This design comes from an exercise in tuning for small area on the open sky130 flow, not from production work. Only simulation tests tie the RTL to the original design; equivalence was not proved. No activity file was given, so power comes from the tool's default toggle rates.

## lane 1
==> flow/design.v <==
module system_top (
    input  wire       i_clk,
    input  wire       i_rst_n,
    input  wire       i_uart_rx,
    output wire [3:0] o_vga_r,
    output wire [3:0] o_vga_g,
    output wire [3:0] o_vga_b,
    output wire       o_vga_hsync,
    output wire       o_vga_vsync
);
    reg [1:0] r_p;
    reg [4:0] r_q;
    always @(posedge i_clk or negedge i_rst_n) begin
        if (!i_rst_n) begin
            r_p <= 2'd0;
            r_q <= 5'd0;
        end else begin
            r_p <= r_p + 2'd1;
            r_q <= (r_q == 5'd26) ? 5'd0 : r_q + 5'd1;
        end
    end
    wire w_tick = !r_p[0] && (r_q == 5'd0);
    wire w_pix  = (r_p == 2'b00);
    localparam [7:0] U_IDLE = 8'd247, U_DONE = 8'd144, U_WIN = 8'd145;
    reg  [7:0] r_u;
    reg  [2:0] r_bc;      
    reg        r_t1;      
    reg  [2:0] r_k;       
    reg        r_play;    
    localparam [2:0] K_NONE = 3'b000, K_START = 3'b001,
                     K_DOWN = 3'b100, K_UP = 3'b101,
                     K_RIGHT = 3'b110, K_LEFT = 3'b111;
    wire w_done   = (r_u == U_DONE);
    wire w_inwin  = (r_u == U_WIN);
    wire w_fire   = w_done && (r_q == 5'd3);
    wire w_start  = w_fire && !r_play && (r_k == K_START);
    wire w_pre    = w_inwin && (r_q == 5'd4);
    wire w_win    = w_inwin && (r_q != 5'd4);
    wire w_samp   = w_tick && !r_u[7] && (r_u[3:0] == 4'd15);
    wire w_stop   = w_tick && (r_u == 8'd143) && i_uart_rx;
    always @(posedge i_clk or negedge i_rst_n) begin
        if (!i_rst_n)
            r_u <= U_WIN;
        else if (w_done) begin
            if (w_fire)
                r_u <= w_start ? U_WIN : U_IDLE;
        end else if (w_inwin) begin
            if ((r_q == 5'd20) || (r_q == 5'd0))
                r_u <= U_IDLE;
        end else if (w_tick) begin
            if (r_u == U_IDLE) begin
                if (!i_uart_rx) r_u <= 8'd248;
            end else if (r_u == 8'd255)
                r_u <= i_uart_rx ? U_IDLE : 8'd0;
            else if (r_u == 8'd143)
                r_u <= (i_uart_rx && r_bc == 3'd7) ? U_DONE : U_IDLE;
            else
                r_u <= r_u + 8'd1;
        end
    end
    always @(posedge i_clk or negedge i_rst_n) begin
        if (!i_rst_n)
            r_bc <= 3'd0;
        else if (w_stop)
            r_bc <= r_bc + 3'd1;
    end
    always @(posedge i_clk) begin
        if (w_stop && r_bc == 3'd0)
            r_t1 <= (r_k != K_NONE);
    end
    wire [2:0] w_bit = r_u[6:4];
    always @(posedge i_clk) begin
        if (w_samp) begin
            if (r_bc == 3'd0) begin
                if (w_bit == 3'd0)
                    r_k <= i_uart_rx ? 3'd1 : 3'd0;
                else if (i_uart_rx)
                    r_k <= K_NONE;
            end else if (r_bc == 3'd1) begin
                case (w_bit)
                    3'd0: r_k <= !r_t1 ? K_NONE : (i_uart_rx ? K_LEFT : K_DOWN);
                    3'd1: begin
                        if (!i_uart_rx) begin
                            if (r_k == K_DOWN) r_k <= K_RIGHT;
                            else if (r_k == K_LEFT) r_k <= K_UP;
                        end
                    end
                    3'd2: begin
                        if (r_k == K_RIGHT) begin
                            if (!i_uart_rx) r_k <= K_NONE;
                        end else if (i_uart_rx)
                            r_k <= K_NONE;
                    end
                    3'd3: begin
                        if (i_uart_rx)
                            r_k <= (r_k == K_UP) ? K_START : K_NONE;
                    end
                    default: begin
                        if (i_uart_rx) r_k <= K_NONE;
                    end
                endcase
            end
        end
    end
    always @(posedge i_clk or negedge i_rst_n) begin
        if (!i_rst_n)
            r_play <= 1'b0;
        else if (w_start)
            r_play <= 1'b1;
    end
    reg [6:0] r_a;
    reg [5:0] r_j;
    function [6:0] f_step7;
        input [6:0] x;
        input       dec;
        integer i;
        reg c;
        begin
            c = 1'b1;
            for (i = 0; i < 7; i = i + 1) begin
                f_step7[i] = x[i] ^ c;
                c = c & (x[i] ^ dec);
            end
        end
    endfunction
    wire w_mv   = w_fire && r_play && r_k[2];
    wire w_mv_a = w_mv && r_k[1] && (r_k[0] ? (r_a != 7'd1) : (r_a != 7'd72));
    wire w_mv_j = w_mv && !r_k[1] && (r_k[0] ? (r_j != 6'd0) : (r_j < 6'd54));
    always @(posedge i_clk or negedge i_rst_n) begin
        if (!i_rst_n) begin
            r_a <= 7'd36;
            r_j <= 6'd56;
        end else if (w_pre) begin
            r_a <= 7'd36;
            r_j <= 6'd56;
        end else begin
            if (w_mv_a) r_a <= f_step7(r_a, r_k[0]);
            if (w_mv_j) r_j <= f_step7({1'b0, r_j}, r_k[0]);
        end
    end
    reg [3:0] r_lx;
    always @(posedge i_clk or negedge i_rst_n) begin
        if (!i_rst_n)
            r_lx <= 4'h1;
        else
            r_lx <= {r_lx[2:0], r_lx[3] ^ r_lx[2]};
    end
    function [4-1:0] f_m;
        input [3:0] k;
        f_m = (k == 4'd1) ? 4'd1 :
            (k == 4'd2) ? 4'd3 :
            (k == 4'd3) ? 4'd14 :
            (k == 4'd4) ? 4'd7 :
            (k == 4'd5) ? 4'd11 :
            (k == 4'd6) ? 4'd13 :
            (k == 4'd7) ? 4'd12 :
            (k == 4'd8) ? 4'd8 :
            (k == 4'd9) ? 4'd15 :
            (k == 4'd10) ? 4'd5 :
            (k == 4'd11) ? 4'd6 :
            (k == 4'd12) ? 4'd4 :
            (k == 4'd13) ? 4'd10 :
            (k == 4'd14) ? 4'd2 :
            (k == 4'd15) ? 4'd9 :
            4'd0;
    endfunction
    reg  [3:0] r_k_food;    
    wire [3:0] w_m  = f_m(r_k_food);
    wire [5:0] w_k3 = {2'b0, r_k_food} + {1'b0, r_k_food, 1'b0};
    wire [9:0] w_aex = {1'b0, r_a, 2'b0} + 10'd31 - {4'b0, w_k3};
    wire [5:0] w_adx = w_aex[9:4] - {2'b0, r_k_food};
    wire w_ate_x = (w_adx == 6'd0) || (w_adx == 6'd1) ||
                   ((w_adx == 6'd2) && (w_aex[3:0] <= 4'd6));
    wire [7:0] w_aey = {1'b0, r_j, 1'b0} + {4'b0, w_m} + 8'd12;
    wire [4:0] w_ady = w_aey[7:3] - {1'b0, w_m};
    wire w_ate_y = (w_ady[4:1] == 4'd0);
    wire w_ate = w_ate_x && w_ate_y;
    always @(posedge i_clk) begin
        if (w_win || w_ate)
            r_k_food <= r_lx;
    end
    reg [9:0] r_h, r_v;
    always @(posedge i_clk or negedge i_rst_n) begin
        if (!i_rst_n) begin
            r_h <= 10'd799;
            r_v <= 10'd524;
        end else if (w_pix) begin
            if (r_h == 10'd799) begin
                r_h <= 10'd0;
                r_v <= (r_v == 10'd524) ? 10'd0 : r_v + 10'd1;
            end else
                r_h <= r_h + 10'd1;
        end
    end
    assign o_vga_hsync = !((r_h >= 10'd656) && (r_h < 10'd752));
    assign o_vga_vsync = !((r_v >= 10'd490) && (r_v < 10'd492));
    wire [7:0] w_sdx = {1'b0, r_h[9:3]} - {1'b0, r_a};
    wire [7:0] w_sdy = {1'b0, r_v[9:3]} - {2'b0, r_j};
    wire w_rlo = r_v[2] | r_v[1];           
    wire w_in_snake = (w_sdx[7:3] == 5'd0) && (r_v < 10'd480) &&
                      (((w_sdy == 8'd0) && w_rlo) ||
                       ((w_sdy >= 8'd1) && (w_sdy <= 8'd5)) ||
                       ((w_sdy == 8'd6) && !w_rlo));
    wire [9:0] w_fex = {1'b0, r_h[9:1]} - {4'b0, w_k3};
    wire [8:0] w_fey = {1'b0, r_v[9:2]} + {5'b0, w_m};
    wire w_in_food  = !w_win &&
                      !w_fex[9] && (w_fex[8:4] == {1'b0, r_k_food}) && !w_fex[3] &&
                      (w_fey[8:3] == {2'b0, w_m}) && !w_fey[2];
    reg r_g;
    always @(posedge i_clk or negedge i_rst_n) begin
        if (!i_rst_n)
            r_g <= 1'b0;
        else
            r_g <= w_in_snake || w_in_food;
    end
    assign o_vga_r = 4'h0;
    assign o_vga_g = {4{r_g}};
    assign o_vga_b = 4'h0;
endmodule
clock: 10.0 ns
lec_check: 0
cap_margin: 20
core_margin: 2
core_utilization: 40
place_density: 0.6
slew_margin: 20
standard.sh (not shown) runs the stock make flow with config.mk's settings and CLKGATE_MAP_FILE= SYNTH_SCRIPT=/design/flow/synth_recipe.tcl, a recipe that flattens the netlist after the stock synthesis.
==> flow/flow/run.sh <==
#!/bin/bash
# Standard ORFS layout, with two synthesis changes that only affect how the
# combinational logic is mapped (registers are mapped exactly as in the
# standard synthesis, before ABC runs):
#   - ABC uses an area-recovery script (flow/abc_area.script)
#   - Yosys's extract_fa is skipped, so adders reach ABC as plain gates
set -euo pipefail
W=$(pwd)
rm -rf "$W/scripts_mod"
cp -r "$FLOW_HOME/scripts" "$W/scripts_mod"
cp "$W/flow/abc_area.script" "$W/scripts_mod/abc_speed.script"
python3 - "$W/scripts_mod/synth.tcl" <<'PY'
import sys
p = sys.argv[1]
s = open(p).read()
old = "  extract_fa {*}[dont_use_extract_fa_args]\n"
assert old in s
s = s.replace(old, "  # extract_fa skipped by this flow\n", 1)
open(p, "w").write(s)
PY
bash standard.sh SCRIPTS_DIR="$W/scripts_mod" \
  "CTS_ARGS=-sink_clustering_enable -sink_clustering_size 70 -sink_clustering_max_diameter 1000 -buf_list sky130_fd_sc_hd__clkbuf_16 -root_buf sky130_fd_sc_hd__clkbuf_16 -dont_use_dummy_load -repair_clock_nets" \
  finish > "$W/flow_make.log" 2>&1
==> flow/flow/abc_area.script <==
&get -n
&st
&syn2
&dc2
&dch -f
&nf -R 1000
&st
&syn3
&dc2
&dch -f
&nf -R 1000
&st
&syn3
&dc2
&dch -f
&nf -R 1000
&st
&syn3
&dc2
&dch -f
&nf -R 1000
&put
topo
dnsize -c
[inputs] lane 2 vs lane 1
diff --git a/flow/flow/run.sh b/flow/flow/run.sh
--- a/flow/flow/run.sh
+++ b/flow/flow/run.sh
@@ -21,3 +21,3 @@
 bash standard.sh SCRIPTS_DIR="$W/scripts_mod" \
-  "CTS_ARGS=-sink_clustering_enable -sink_clustering_size 70 -sink_clustering_max_diameter 1000 -buf_list sky130_fd_sc_hd__clkbuf_16 -root_buf sky130_fd_sc_hd__clkbuf_16 -dont_use_dummy_load -repair_clock_nets" \
+  "CTS_ARGS=-sink_clustering_enable -sink_clustering_size 70 -sink_clustering_max_diameter 1000 -buf_list sky130_fd_sc_hd__clkbuf_8 -root_buf sky130_fd_sc_hd__clkbuf_8 -dont_use_dummy_load -repair_clock_nets" \
   finish > "$W/flow_make.log" 2>&1
### Flow results
Maximum vdd ir drop: lane 2 and lane 1 compared, higher one is lane 1. Any difference in worst hold margin between lane 1 and lane 2 is small enough to ignore. From lane 1 to lane 2 the numbers moved as follows: first-pass GRT wire length held steady; non-clock buffer share of cell area ~0 delta. Delta (lane 2 minus lane 1): clock power share now sits lower; area overhead of the layout relative to synthesis fell 2.1 points; maximum frequency closely matched the old numbers; total routed wirelength was more or less identical.

-- separate check: timing with driven ports --
The flow's constraints put no driver on any port. The routed layouts listed below were extracted and timed again, unchanged, in two steps.
Step 1, drivers: a clkbuf_16 drives i_clk and a buf_2 each remaining input, both assumed.
Step 2, shift: input delay + t, output delay - t, t = (earliest + latest rising clock arrival at the registers) / 2. This alone moves slack from input paths to output paths.
Three values: ideal ports, drivers, drivers and shift; two values: the first two.
run | t, ns | setup WS [ns] | cell pins on the clock port's net
lane 1 | 0.373 | 4.713 / 4.713 / 4.713 | 1
lane 2 | 0.391 | 4.720 / 4.720 / 4.720 | 1
After both steps setup and hold are still met in every run listed.
